From an optimization exercise on the open Yosys and OpenROAD flow, aimed at small area; shortcuts taken in it are not production practice.
Only simulation tests tie the RTL to the original design; equivalence was not proved.
Power figures rest on the tool's default switching activity, not on a simulated workload.

==> flow/design.v (outline; a module is shown in full before it is edited, if it fits) <==
// module mult_add: 580 lines
// module rmux: 3 lines
// module bpp: 3 lines
// module fa: 4 lines
// module fa1: 4 lines
// module or2: 3 lines
// module ha: 4 lines
// module xo: 3 lines
// module xn: 3 lines
// module MAC: 41 lines
module MAC(
input clk,
input rst,
input [16 - 1 : 0] mac_en, 
input [16 * 16 - 1 : 0] img,
input [16 / 8 * 16 - 1 : 0] ker,
input [16 * 28 - 1 : 0] partial_output, 
output [16 * 33 - 1 : 0] result, 
output reg result_vld,
output partial_output_prepare
    );
  // ...
==> flow/flow/run.sh <==
#!/bin/bash
# The standard layout (the standard.sh: standard synthesis, floorplan,
# placement, CTS, routing), with the ports buffered by the smallest buffer
# instead of the one buffer_ports picks on its own.
set -euo pipefail
export BUFFER_PORTS_ARGS="-buffer_cell sky130_fd_sc_hd__buf_1"
bash standard.sh synth > synth.log 2>&1
bash standard.sh finish > finish.log 2>&1
==> flow/standard.sh <==
#!/bin/bash
# synth_recipe.tcl (not shown) runs the flow's synth.tcl, then flattens the netlist and writes it again
# the make line also repeats each setting of config.mk as NAME=value (left out here)
make -C /OpenROAD-flow-scripts/flow DESIGN_CONFIG=/design/flow/config.mk WORK_HOME=/design/flow/orfs CLKGATE_MAP_FILE= SYNTH_SCRIPT=/design/flow/synth_recipe.tcl "${@:-finish}"
==> flow/config.mk <==
export PLATFORM = sky130hd
export DESIGN_NAME = MAC
export DESIGN_NICKNAME = MAC
export VERILOG_FILES = /design/flow/design.v
export SDC_FILE = /design/flow/constraint.sdc
export NUM_CORES = 4
export LEC_CHECK = 0
export ABC_CLOCK_PERIOD_IN_PS = 8500
export CAP_MARGIN = 20
export CORE_MARGIN = 2
export CORE_UTILIZATION = 75
export CTS_CLUSTER_DIAMETER = 70
export CTS_CLUSTER_SIZE = 25
export PLACE_DENSITY = 0.88
export SLEW_MARGIN = 20
export SYNTH_HIERARCHICAL = 1
export SYNTH_MINIMUM_KEEP_SIZE = 0
==> flow/constraint.sdc <==
create_clock -name core_clock -period 8.5 [get_ports {clk}]
set_input_delay 1.7000 -clock core_clock [delete_from_list [all_inputs] [get_ports {clk}]]
set_output_delay 1.7000 -clock core_clock [all_outputs]
set_load 0.01 [all_outputs]
==> impl_metrics.toml, run 1 <==
[drt]
antenna_left = 0
wl_met1_um = 143000
num_vias = 114000
drc = 0

[clocking]
clkSlewWorstSetupHoldPaths_ps = 100
cts.sinks = 1073
cts_max_level = 3
cts_made_buffers = 89

[synth]
synth-compound-area-share = 0.225
synth-seq-cells = 1073
synth.most_common_cell = "xnor2_1"
synthTopCellsByArea = "fa_1 32%, dfxtp_1 18%, xnor2_1 16%, o22ai_1 11%, a22o_1 7.5%"
syn_nets = 14200
ys_async_sr_fraction = 0

[layout]
layout_commonest_cell = "xnor2_1"
seq-cell-share = 0.158
buffer_area_frac = 0.0596
design_area_mm2 = 0.136
syn_to_final_growth_pct = 12.3
largest_class = "multi-input gates"
n_antenna_cell = 169

[power_and_ir_drop]
p_clk_frac = 0.104
p_seq_frac = 0.158
power.group.top = "combinational logic"
peakVddDrop_mv = 0.544
switchingPower_w = 0.0233

[critical_path]
r2r-end = "mult_add[5].u_mult_add.P[25]$_DFF_P_"
reg2reg_from = "mult_add[5].u_mult_add.b_r[1]$_DFF_P_"
crit_top_cell = "fa_1"
setup.worst_path.start_class = "register"
path_cells = "buf_4 > xnor2_1 > o22ai_1 > fa_1 > fa_1 > fa_1 > fa_1 > fa_1 > fa_1 > fa_1 > fa_1 > fa_1 > fa_1 > fa_1 > fa_1 > ha_1 > a21o_1 > a31o_4 > a32o_2 > a21oi_2 > inv_2 > a21o_1 > xor2_1 > a22o_1"
slowest_delay_ps = 530
critPathTopFamily = "adder cells"

[timing]
fin_ws_ps = 205

[grt]
antenna_found_initial = 191

[flow_run]
cap_violations = 0

[hold_path]
whs_path_depth = 1

[place]
gp_congestion = 1.08

[floorplan]
ios = 1284

[status]
outcome = "complete, no violations"
==> inputs of run 2 (changes only) <==
--- a/flow/design.v
+++ b/flow/design.v
@@ -16,6 +16,7 @@
 wire [32 : 0] p_d;
-wire none0 = ~b_r[0];
-wire ntwo0 = ~((b_r[1] & ~b_r[0] & ~1'b0) | (~b_r[1] & b_r[0] & 1'b0));
+wire one0 = b_r[0] ^ 1'b0;
+wire two0 = (b_r[1] & ~b_r[0] & ~1'b0) | (~b_r[1] & b_r[0] & 1'b0);
+wire none0 = ~one0;
+wire ntwo0 = ~two0;
 wire ng0 = b_r[1] & ~(b_r[0] & 1'b0);
-wire pg0 = ~ng0;
 wire nx0_0; xn u_x0_0 (.a(a_r[0]), .b(ng0), .y(nx0_0));
@@ -36,3 +37,3 @@
 wire nx0_15; xn u_x0_15 (.a(a_r[15]), .b(ng0), .y(nx0_15));
-wire pp0_0; bpp u_pp0_0 (.na(none0), .nb(ntwo0), .xa(nx0_0), .xb(pg0), .pp(pp0_0));
+wire pp0_0 = (one0 & ~nx0_0) | (two0 & ng0);
 wire pp0_1; bpp u_pp0_1 (.na(none0), .nb(ntwo0), .xa(nx0_1), .xb(nx0_0), .pp(pp0_1));
@@ -52,7 +53,8 @@
 wire pp0_15; bpp u_pp0_15 (.na(none0), .nb(ntwo0), .xa(nx0_15), .xb(nx0_14), .pp(pp0_15));
-wire pp0_16 = (none0 & ntwo0) | nx0_15;
-wire none1; xn u_none1 (.a(b_r[2]), .b(b_r[1]), .y(none1));
-wire ntwo1 = ~((b_r[3] & ~b_r[2] & ~b_r[1]) | (~b_r[3] & b_r[2] & b_r[1]));
+wire pp0_16 = ~((one0 | two0) & ~nx0_15);
+wire one1 = b_r[2] ^ b_r[1];
+wire two1 = (b_r[3] & ~b_r[2] & ~b_r[1]) | (~b_r[3] & b_r[2] & b_r[1]);
+wire none1 = ~one1;
+wire ntwo1 = ~two1;
 wire ng1 = b_r[3] & ~(b_r[2] & b_r[1]);
-wire pg1 = ~ng1;
 wire nx1_0; xn u_x1_0 (.a(a_r[0]), .b(ng1), .y(nx1_0));
@@ -73,3 +75,3 @@
 wire nx1_15; xn u_x1_15 (.a(a_r[15]), .b(ng1), .y(nx1_15));
-wire pp1_0; bpp u_pp1_0 (.na(none1), .nb(ntwo1), .xa(nx1_0), .xb(pg1), .pp(pp1_0));
+wire pp1_0 = (one1 & ~nx1_0) | (two1 & ng1);
 wire pp1_1; bpp u_pp1_1 (.na(none1), .nb(ntwo1), .xa(nx1_1), .xb(nx1_0), .pp(pp1_1));
@@ -89,7 +91,8 @@
 wire pp1_15; bpp u_pp1_15 (.na(none1), .nb(ntwo1), .xa(nx1_15), .xb(nx1_14), .pp(pp1_15));
-wire pp1_16 = (none1 & ntwo1) | nx1_15;
-wire none2; xn u_none2 (.a(b_r[4]), .b(b_r[3]), .y(none2));
-wire ntwo2 = ~((b_r[5] & ~b_r[4] & ~b_r[3]) | (~b_r[5] & b_r[4] & b_r[3]));
+wire pp1_16 = ~((one1 | two1) & ~nx1_15);
+wire one2 = b_r[4] ^ b_r[3];
+wire two2 = (b_r[5] & ~b_r[4] & ~b_r[3]) | (~b_r[5] & b_r[4] & b_r[3]);
+wire none2 = ~one2;
+wire ntwo2 = ~two2;
 wire ng2 = b_r[5] & ~(b_r[4] & b_r[3]);
-wire pg2 = ~ng2;
 wire nx2_0; xn u_x2_0 (.a(a_r[0]), .b(ng2), .y(nx2_0));
@@ -110,3 +113,3 @@
 wire nx2_15; xn u_x2_15 (.a(a_r[15]), .b(ng2), .y(nx2_15));
-wire pp2_0; bpp u_pp2_0 (.na(none2), .nb(ntwo2), .xa(nx2_0), .xb(pg2), .pp(pp2_0));
+wire pp2_0 = (one2 & ~nx2_0) | (two2 & ng2);
 wire pp2_1; bpp u_pp2_1 (.na(none2), .nb(ntwo2), .xa(nx2_1), .xb(nx2_0), .pp(pp2_1));
@@ -126,7 +129,8 @@
 wire pp2_15; bpp u_pp2_15 (.na(none2), .nb(ntwo2), .xa(nx2_15), .xb(nx2_14), .pp(pp2_15));
-wire pp2_16 = (none2 & ntwo2) | nx2_15;
-wire none3; xn u_none3 (.a(b_r[6]), .b(b_r[5]), .y(none3));
-wire ntwo3 = ~((b_r[7] & ~b_r[6] & ~b_r[5]) | (~b_r[7] & b_r[6] & b_r[5]));
+wire pp2_16 = ~((one2 | two2) & ~nx2_15);
+wire one3 = b_r[6] ^ b_r[5];
+wire two3 = (b_r[7] & ~b_r[6] & ~b_r[5]) | (~b_r[7] & b_r[6] & b_r[5]);
+wire none3 = ~one3;
+wire ntwo3 = ~two3;
 wire ng3 = b_r[7] & ~(b_r[6] & b_r[5]);
-wire pg3 = ~ng3;
 wire nx3_0; xn u_x3_0 (.a(a_r[0]), .b(ng3), .y(nx3_0));
@@ -147,3 +151,3 @@
 wire nx3_15; xn u_x3_15 (.a(a_r[15]), .b(ng3), .y(nx3_15));
-wire pp3_0; bpp u_pp3_0 (.na(none3), .nb(ntwo3), .xa(nx3_0), .xb(pg3), .pp(pp3_0));
+wire pp3_0 = (one3 & ~nx3_0) | (two3 & ng3);
 wire pp3_1; bpp u_pp3_1 (.na(none3), .nb(ntwo3), .xa(nx3_1), .xb(nx3_0), .pp(pp3_1));
@@ -163,7 +167,8 @@
 wire pp3_15; bpp u_pp3_15 (.na(none3), .nb(ntwo3), .xa(nx3_15), .xb(nx3_14), .pp(pp3_15));
-wire pp3_16 = (none3 & ntwo3) | nx3_15;
-wire none4; xn u_none4 (.a(b_r[8]), .b(b_r[7]), .y(none4));
-wire ntwo4 = ~((b_r[9] & ~b_r[8] & ~b_r[7]) | (~b_r[9] & b_r[8] & b_r[7]));
+wire pp3_16 = ~((one3 | two3) & ~nx3_15);
+wire one4 = b_r[8] ^ b_r[7];
+wire two4 = (b_r[9] & ~b_r[8] & ~b_r[7]) | (~b_r[9] & b_r[8] & b_r[7]);
+wire none4 = ~one4;
+wire ntwo4 = ~two4;
 wire ng4 = b_r[9] & ~(b_r[8] & b_r[7]);
-wire pg4 = ~ng4;
 wire nx4_0; xn u_x4_0 (.a(a_r[0]), .b(ng4), .y(nx4_0));
@@ -184,3 +189,3 @@
 wire nx4_15; xn u_x4_15 (.a(a_r[15]), .b(ng4), .y(nx4_15));
-wire pp4_0; bpp u_pp4_0 (.na(none4), .nb(ntwo4), .xa(nx4_0), .xb(pg4), .pp(pp4_0));
+wire pp4_0 = (one4 & ~nx4_0) | (two4 & ng4);
 wire pp4_1; bpp u_pp4_1 (.na(none4), .nb(ntwo4), .xa(nx4_1), .xb(nx4_0), .pp(pp4_1));
@@ -200,7 +205,8 @@
 wire pp4_15; bpp u_pp4_15 (.na(none4), .nb(ntwo4), .xa(nx4_15), .xb(nx4_14), .pp(pp4_15));
-wire pp4_16 = (none4 & ntwo4) | nx4_15;
-wire none5; xn u_none5 (.a(b_r[10]), .b(b_r[9]), .y(none5));
-wire ntwo5 = ~((b_r[11] & ~b_r[10] & ~b_r[9]) | (~b_r[11] & b_r[10] & b_r[9]));
+wire pp4_16 = ~((one4 | two4) & ~nx4_15);
+wire one5 = b_r[10] ^ b_r[9];
+wire two5 = (b_r[11] & ~b_r[10] & ~b_r[9]) | (~b_r[11] & b_r[10] & b_r[9]);
+wire none5 = ~one5;
+wire ntwo5 = ~two5;
 wire ng5 = b_r[11] & ~(b_r[10] & b_r[9]);
-wire pg5 = ~ng5;
 wire nx5_0; xn u_x5_0 (.a(a_r[0]), .b(ng5), .y(nx5_0));
@@ -221,3 +227,3 @@
 wire nx5_15; xn u_x5_15 (.a(a_r[15]), .b(ng5), .y(nx5_15));
-wire pp5_0; bpp u_pp5_0 (.na(none5), .nb(ntwo5), .xa(nx5_0), .xb(pg5), .pp(pp5_0));
+wire pp5_0 = (one5 & ~nx5_0) | (two5 & ng5);
 wire pp5_1; bpp u_pp5_1 (.na(none5), .nb(ntwo5), .xa(nx5_1), .xb(nx5_0), .pp(pp5_1));
@@ -237,7 +243,8 @@
 wire pp5_15; bpp u_pp5_15 (.na(none5), .nb(ntwo5), .xa(nx5_15), .xb(nx5_14), .pp(pp5_15));
-wire pp5_16 = (none5 & ntwo5) | nx5_15;
-wire none6; xn u_none6 (.a(b_r[12]), .b(b_r[11]), .y(none6));
-wire ntwo6 = ~((b_r[13] & ~b_r[12] & ~b_r[11]) | (~b_r[13] & b_r[12] & b_r[11]));
+wire pp5_16 = ~((one5 | two5) & ~nx5_15);
+wire one6 = b_r[12] ^ b_r[11];
+wire two6 = (b_r[13] & ~b_r[12] & ~b_r[11]) | (~b_r[13] & b_r[12] & b_r[11]);
+wire none6 = ~one6;
+wire ntwo6 = ~two6;
 wire ng6 = b_r[13] & ~(b_r[12] & b_r[11]);
-wire pg6 = ~ng6;
 wire nx6_0; xn u_x6_0 (.a(a_r[0]), .b(ng6), .y(nx6_0));
@@ -258,3 +265,3 @@
 wire nx6_15; xn u_x6_15 (.a(a_r[15]), .b(ng6), .y(nx6_15));
-wire pp6_0; bpp u_pp6_0 (.na(none6), .nb(ntwo6), .xa(nx6_0), .xb(pg6), .pp(pp6_0));
+wire pp6_0 = (one6 & ~nx6_0) | (two6 & ng6);
 wire pp6_1; bpp u_pp6_1 (.na(none6), .nb(ntwo6), .xa(nx6_1), .xb(nx6_0), .pp(pp6_1));
@@ -274,7 +281,8 @@
 wire pp6_15; bpp u_pp6_15 (.na(none6), .nb(ntwo6), .xa(nx6_15), .xb(nx6_14), .pp(pp6_15));
-wire pp6_16 = (none6 & ntwo6) | nx6_15;
-wire none7; xn u_none7 (.a(b_r[14]), .b(b_r[13]), .y(none7));
-wire ntwo7 = ~((b_r[15] & ~b_r[14] & ~b_r[13]) | (~b_r[15] & b_r[14] & b_r[13]));
+wire pp6_16 = ~((one6 | two6) & ~nx6_15);
+wire one7 = b_r[14] ^ b_r[13];
+wire two7 = (b_r[15] & ~b_r[14] & ~b_r[13]) | (~b_r[15] & b_r[14] & b_r[13]);
+wire none7 = ~one7;
+wire ntwo7 = ~two7;
 wire ng7 = b_r[15] & ~(b_r[14] & b_r[13]);
-wire pg7 = ~ng7;
 wire nx7_0; xn u_x7_0 (.a(a_r[0]), .b(ng7), .y(nx7_0));
@@ -295,3 +303,3 @@
 wire nx7_15; xn u_x7_15 (.a(a_r[15]), .b(ng7), .y(nx7_15));
-wire pp7_0; bpp u_pp7_0 (.na(none7), .nb(ntwo7), .xa(nx7_0), .xb(pg7), .pp(pp7_0));
+wire pp7_0 = (one7 & ~nx7_0) | (two7 & ng7);
 wire pp7_1; bpp u_pp7_1 (.na(none7), .nb(ntwo7), .xa(nx7_1), .xb(nx7_0), .pp(pp7_1));
@@ -311,3 +319,3 @@
 wire pp7_15; bpp u_pp7_15 (.na(none7), .nb(ntwo7), .xa(nx7_15), .xb(nx7_14), .pp(pp7_15));
-wire pp7_16 = (none7 & ntwo7) | nx7_15;
+wire pp7_16 = ~((one7 | two7) & ~nx7_15);
 wire c27n = ~C[27];
@@ -453,25 +461,44 @@
 wire c278 = pp7_15;
-wire g12, p12; ha u_gp12 (.a(s97), .b(c84), .s(p12), .co(g12));
-wire g13, p13; ha u_gp13 (.a(c98), .b(s111), .s(p13), .co(g13));
-wire g14, p14; ha u_gp14 (.a(c112), .b(s127), .s(p14), .co(g14));
-wire g15, p15; ha u_gp15 (.a(c128), .b(s143), .s(p15), .co(g15));
-wire g16, p16; ha u_gp16 (.a(c144), .b(s159), .s(p16), .co(g16));
-wire g17, p17; ha u_gp17 (.a(s175), .b(c160), .s(p17), .co(g17));
-wire g18, p18; ha u_gp18 (.a(c176), .b(s189), .s(p18), .co(g18));
-wire g19, p19; ha u_gp19 (.a(s203), .b(c190), .s(p19), .co(g19));
-wire g20, p20; ha u_gp20 (.a(c204), .b(s215), .s(p20), .co(g20));
-wire g21, p21; ha u_gp21 (.a(s227), .b(c216), .s(p21), .co(g21));
-wire g22, p22; ha u_gp22 (.a(c228), .b(s237), .s(p22), .co(g22));
-wire g23, p23; ha u_gp23 (.a(s247), .b(c238), .s(p23), .co(g23));
-wire g24, p24; ha u_gp24 (.a(c248), .b(s255), .s(p24), .co(g24));
-wire g25, p25; ha u_gp25 (.a(s263), .b(c256), .s(p25), .co(g25));
-wire g26, p26; ha u_gp26 (.a(c264), .b(s269), .s(p26), .co(g26));
-wire g27, p27; ha u_gp27 (.a(s273), .b(c270), .s(p27), .co(g27));
-wire g28, p28; ha u_gp28 (.a(s275), .b(c274), .s(p28), .co(g28));
-wire g29, p29; ha u_gp29 (.a(s277), .b(c276), .s(p29), .co(g29));
-wire g30, p30; ha u_gp30 (.a(c278), .b(pp7_16), .s(p30), .co(g30));
-wire g31 = 1'b0;
-wire p31 = 1'b1;
-wire g32 = 1'b0;
-wire p32 = 1'b1;
+wire g12 = s97 & c84;
+wire p12 = s97 ^ c84;
+wire g13 = c98 & s111;
+wire p13 = c98 ^ s111;
+wire g14 = c112 & s127;
+wire p14 = c112 ^ s127;
+wire g15 = c128 & s143;
+wire p15 = c128 ^ s143;
+wire g16 = c144 & s159;
+wire p16 = c144 ^ s159;
+wire g17 = s175 & c160;
+wire p17 = s175 ^ c160;
+wire g18 = c176 & s189;
+wire p18 = c176 ^ s189;
+wire g19 = s203 & c190;
+wire p19 = s203 ^ c190;
+wire g20 = c204 & s215;
+wire p20 = c204 ^ s215;
+wire g21 = s227 & c216;
+wire p21 = s227 ^ c216;
+wire g22 = c228 & s237;
+wire p22 = c228 ^ s237;
+wire g23 = s247 & c238;
+wire p23 = s247 ^ c238;
+wire g24 = c248 & s255;
+wire p24 = c248 ^ s255;
+wire g25 = s263 & c256;
+wire p25 = s263 ^ c256;
+wire g26 = c264 & s269;
+wire p26 = c264 ^ s269;
+wire g27 = s273 & c270;
+wire p27 = s273 ^ c270;
+wire g28 = s275 & c274;
+wire p28 = s275 ^ c274;
+wire g29 = s277 & c276;
+wire p29 = s277 ^ c276;
+wire g30 = c278 & pp7_16;
+wire p30 = c278 ^ pp7_16;
+wire g31 = 1'b0 & 1'b1;
+wire p31 = 1'b0 ^ 1'b1;
+wire g32 = 1'b0 & 1'b1;
+wire p32 = 1'b0 ^ 1'b1;
 wire G279 = g13 | (p13 & g12);
@@ -544,20 +571,20 @@
 wire P346 = p32 & P318;
-wire o347; xo u_o347 (.a(p13), .b(g12), .y(o347));
-wire o348; xo u_o348 (.a(p14), .b(G279), .y(o348));
-wire o349; xo u_o349 (.a(p15), .b(G327), .y(o349));
-wire o350; xo u_o350 (.a(p16), .b(G299), .y(o350));
-wire o351; xo u_o351 (.a(p17), .b(G329), .y(o351));
-wire o352; xo u_o352 (.a(p18), .b(G319), .y(o352));
-wire o353; xo u_o353 (.a(p19), .b(G331), .y(o353));
-wire o354; xo u_o354 (.a(p20), .b(G309), .y(o354));
-wire o355; xo u_o355 (.a(p21), .b(G333), .y(o355));
-wire o356; xo u_o356 (.a(p22), .b(G321), .y(o356));
-wire o357; xo u_o357 (.a(p23), .b(G335), .y(o357));
-wire o358; xo u_o358 (.a(p24), .b(G315), .y(o358));
-wire o359; xo u_o359 (.a(p25), .b(G337), .y(o359));
-wire o360; xo u_o360 (.a(p26), .b(G323), .y(o360));
-wire o361; xo u_o361 (.a(p27), .b(G339), .y(o361));
-wire o362; xo u_o362 (.a(p28), .b(G313), .y(o362));
-wire o363; xo u_o363 (.a(p29), .b(G341), .y(o363));
-wire o364; xo u_o364 (.a(p30), .b(G325), .y(o364));
+wire o347 = p13 ^ g12;
+wire o348 = p14 ^ G279;
+wire o349 = p15 ^ G327;
+wire o350 = p16 ^ G299;
+wire o351 = p17 ^ G329;
+wire o352 = p18 ^ G319;
+wire o353 = p19 ^ G331;
+wire o354 = p20 ^ G309;
+wire o355 = p21 ^ G333;
+wire o356 = p22 ^ G321;
+wire o357 = p23 ^ G335;
+wire o358 = p24 ^ G315;
+wire o359 = p25 ^ G337;
+wire o360 = p26 ^ G323;
+wire o361 = p27 ^ G339;
+wire o362 = p28 ^ G313;
+wire o363 = p29 ^ G341;
+wire o364 = p30 ^ G325;
 wire o365 = p31 ^ G343;
@@ -602,5 +629,2 @@
 endmodule
-module xo(input a, input b, output y);
-assign y = a ^ b;
-endmodule
 module xn(input a, input b, output y);
--- a/flow/config.mk
+++ b/flow/config.mk
@@ -10,6 +10,6 @@
 export CORE_MARGIN = 2
-export CORE_UTILIZATION = 75
-export CTS_CLUSTER_DIAMETER = 70
-export CTS_CLUSTER_SIZE = 25
-export PLACE_DENSITY = 0.88
+export CORE_UTILIZATION = 55
+export CTS_CLUSTER_DIAMETER = 100
+export CTS_CLUSTER_SIZE = 30
+export PLACE_DENSITY = 0.7
 export SLEW_MARGIN = 20
==> run 2 against run 1 <==
  * Routed wire length fell by 0.85%
  * Cell count up 4.6%
  * Register-to-register slack better by 120 ps
  * Clock skew decreased by 7.5 ps
  * Total power fell by 5.0%
  * Hold slack lost 9.3 ps
  * Die area increased by 38%
  * Synthesized area increased by 1.6%
  * Core utilization shrank 22 points
  * Critical endpoint is now mult_add[9].u_mult_add.P[29]$_DFF_P_
==> impl_metrics.toml, run 2 <==
[synth]
synthTopCellsByArea = "fa_1 35%, dfxtp_1 17%, xnor2_1 16%, o22ai_1 9.7%, a22o_1 7.4%"
yosysUniqueCellTypes = 32
synth_top_area_frac = 0.346
synthAdderAreaFrac = 0.401
synth.most_common_cell = "xnor2_1"
synth_top_family_by_area = "adder cells"
synth-main-ff-cell = "dfxtp_1"
synth_area_mm2 = 0.123
synth_edf_count = 0
synth-seq-cells = 1073
synth_cells = 11000
synth_common_cells = "2224 x xnor2_1, 2128 x fa_1, 1920 x o22ai_1"
ys_seq_area_frac = 0.174
synth_top_area_cell = "fa_1"
synth-compound-area-share = 0.216
synth-xor-area-share = 0.161
syn_avg_cell_area_um2 = 11.2
synthSimpleGateAreaFrac = 0.0301
synthMuxAreaShare = 0
ys_async_sr_fraction = 0
ys_warn_count = 9
syn_nets = 14400

[timing]
max_freq_ghz = 0.120
period_share = 0.983
hold_viol_final = 0
setup_viol = 0
tightest_slew_ps = 1140
final.setup.tns_ps = 0
slew_viol_final = 0
holdWs_ps = 437
fin_ws_ps = 148
finClkSkew_ps = 53.9
layout_min_cycle_time_ps = 8350
max-slew-margin-rel = 0.241

[clocking]
clock_latency_ps = 780
cts_max_level = 3
clockBufferDepth = 3
ctsHoldBuffers = 0
cts.sinks = 1073
cts_tree = "built"
clkSlewWorstSetupHoldPaths_ps = 110
cts_made_buffers = 71
cts_root_buf = "clkbuf_16"

[critical_path]
r2r-end = "mult_add[0].u_mult_add.P[29]$_DFF_P_"
slowest_delay_ps = 480
critPathKind = "in2reg"
worstPathRequired_ps = 9150
crit_top_cell = "fa_1"
reg2reg_setup_slack_ps = 320
worst-r2r-cell-count = 23
worstPathArrival_ps = 9010
crit_start = "partial_output[252]"
critPathCaptureType = "register"
path_cells = "buf_1 > fa_1 > fa_2 > fa_1 > fa_1 > fa_1 > fa_1 > fa_1 > fa_1 > fa_1 > fa_1 > fa_2 > fa_1 > ha_1 > fa_2 > a211oi_4 > o211ai_1 > and4b_2 > or2_1 > fa_1 > xor2_1 > a22o_1"
reg2reg_from = "mult_add[0].u_mult_add.b_r[1]$_DFF_P_"
cp-endpoint = "mult_add[9].u_mult_add.P[29]$_DFF_P_"
critPathSlowestCell = "fa_1"
setup.worst_path.start_class = "primary input"
crit_fanout = 2

[layout]
seqCellArea_mm2 = 0.0215
multiInputGateArea_mm2 = 0.101
final_cells = 16000
top_regs = "mult_add.u_mult_add.P (528), mult_add.u_mult_add.a_r (256), mult_add.u_mult_add.b_r (256)"
largest_reg_flops = 528
syn_to_final_growth_pct = 13.2
layout_commonest_cell = "xnor2_1"
nFillCells = 18700
final_cell_mix = "2224 x xnor2_1, 2077 x fa_1, 1920 x o22ai_1"
final_nets = 16300
top_register = "mult_add.u_mult_add.P"
drive_above_1_share = 0.0723

[drt]
routed_via_density = 6.56
drc = 0
antenna_left = 0
drtPass1Iterations = 5
wl_um = 468000
num_vias = 105000
first_iter_violations = 9984
avgRoutedWirePerCell_um = 29.2

[power_and_ir_drop]
peakVddDrop_mv = 0.277
p_per_area_mw_per_mm2 = 316
p_leak_nw = 52.2
finalPower_w = 0.0440

[grt]
grt_pass1_wl_um = 691000
antenna_found_initial = 160
grt_start_max_net_pins = 66
grt_usage = 0.404
grt_overflow_total = 0
grt_pass1_vias = 106000

[status]
outcome = "complete, no violations"

[place]
hpwl_um = 386000
portBuffers = 1283
gp_congestion = 1.04
dp_cells = 15700
place_ws_ps = -742

[hold_path]
min_path_type = "reg2reg"

[flow_run]
cap_violations = 0

[floorplan]
die_area_mm2 = 0.228
ios = 1284
fp.dieW_um = 477
die_y_um = 477
start_util = 0.554
coreArea_mm2 = 0.223
placementRows = 173
-- run 2: final cells by class --
cell class	count	share of cell area
Antenna cell	119	0.00213
Clock buffer	76	0.0131
Clock inverter	54	0.00683
Inverter	544	0.0146
Multi-Input combinational cell	9360	0.721
Sequential cell	1073	0.154
Tap cell	2975	0.0267
Timing Repair Buffer	1793	0.0621
-- run 2: how the worst min path moves through the flow --
stage / depth (start not counted) / from / slack (ps) / endpoint
2_1_floorplan: 0 / mac_en_d[0][1]$_SDFF_PP0_ / 390 / result_vld$_DFF_P_
3_3_place_gp: 1 / mac_en_d[0][0]$_SDFF_PP0_ / 420 / mac_en_d[0][1]$_SDFF_PP0_
3_5_place_dp: 1 / mac_en_d[8][0]$_SDFF_PP0_ / 420 / mac_en_d[8][1]$_SDFF_PP0_
4_1_cts: 1 / mac_en_d[4][0]$_SDFF_PP0_ / 430 / mac_en_d[4][1]$_SDFF_PP0_
5_1_grt: 1 / mac_en_d[14][0]$_SDFF_PP0_ / 440 / mac_en_d[14][1]$_SDFF_PP0_
6_report: 1 / mac_en_d[4][0]$_SDFF_PP0_ / 440 / mac_en_d[4][1]$_SDFF_PP0_
-- run 2: per-module statistics from Yosys, one instance, submodules excluded, excerpt --
module | flops+latches | cell area [µm²]
xn | 0 | 8.76
bpp | 0 | 6.26
ha | 0 | 12.5
mult_add | 65 | 2530
fa | 0 | 20.0
rmux | 0 | 8.76
MAC | 33 | 983
or2 | 0 | 6.26
-- run 2: metal layers --
metal | routed length, µm | global-route usage
met1 | 177000 | 0.516
met2 | 204000 | 0.607
met3 | 50200 | 0.107
met4 | 35900 | 0.264
met5 | 447 | 0
-- run 2: through the flow --
stage,utilization,instance area [µm²]
after floorplan,-,123000
final,0.627,140000
after CTS,0.625,139000
after global routing,0.627,139000
after global placement,0.612,136000
after detailed placement,0.612,136000
-- run 2: cell families (layout without fill, tap and decap cells) --
kind of cell               Yosys count  after routing
adders and majority gates         2672           2672
xor gates and xnor gates          2272           2272
AOI/OAI and AO/OA                 3712           3712
and+or+nand+nor                    704            704
other                                0            119
buffers and inverters              547           2467
DFF                               1073           1073
-- run 2: worst max-delay path: cells and delay by family --
family	cells	cell delay [ps]
AOI/OAI and AO/OA	3	700
xor gates and xnor gates	1	180
adders and majority gates	15	5710
and+or+nand+nor	2	530
buffers and inverters	1	190
-- run 2: repair_timing --
item / 4_1_cts / 5_1_grt
resized for setup: 0 / 18
endpoints found under the setup margin: 0 / 27
setup buffers: 0 / 2
-- run 2: report_power, final --
| part | switching [W] | leakage [nW] | internal, W | total, W |
|---|---|---|---|---|
| logic | 0.0178 | 42.0 | 0.0147 | 0.0325 |
| registers | 0.00110 | 8.87 | 0.00611 | 0.00720 |
| clock network | 0.00243 | 1.34 | 0.00190 | 0.00432 |
| total | 0.0213 | 52.2 | 0.0227 | 0.0440 |

==> afterwards: timing with drivers on the ports <==
The results above use ideal ports. As a check the final layouts listed here were re-extracted and re-timed, cells and wires unchanged.
Step 1 assumes that a clkbuf_16 drives the clock port and a buf_2 every other input.
Step 2 moves the port delays by t, midway between the first and last clock arrival at a register: inputs arrive t later, outputs are due t later. That takes back most of the time a late clock gives input paths.
a / b / c = no drivers / after step 1 / after step 2; a / b = the first two.
| run | t, ns | setup WS [ns] | worst register clock-pin slew, ns | worst data-port slew with drivers (ns) | pins driven straight from the clock port |
|---|---|---|---|---|---|
| run 1 | 0.878 | 0.205 / 0.205 / -0.495 | 0.10 / 0.10 | 0.43 | 1 |
| run 2 | 0.864 | 0.148 / 0.236 / -0.628 | 0.11 / 0.11 | 0.26 | 1 |
With both steps, setup timing fails in run 1 and run 2, where it was met with ideal ports. The setup slack of run 2, which loses most, moves by +0.088 ns with the drivers and by -0.776 ns with both steps.
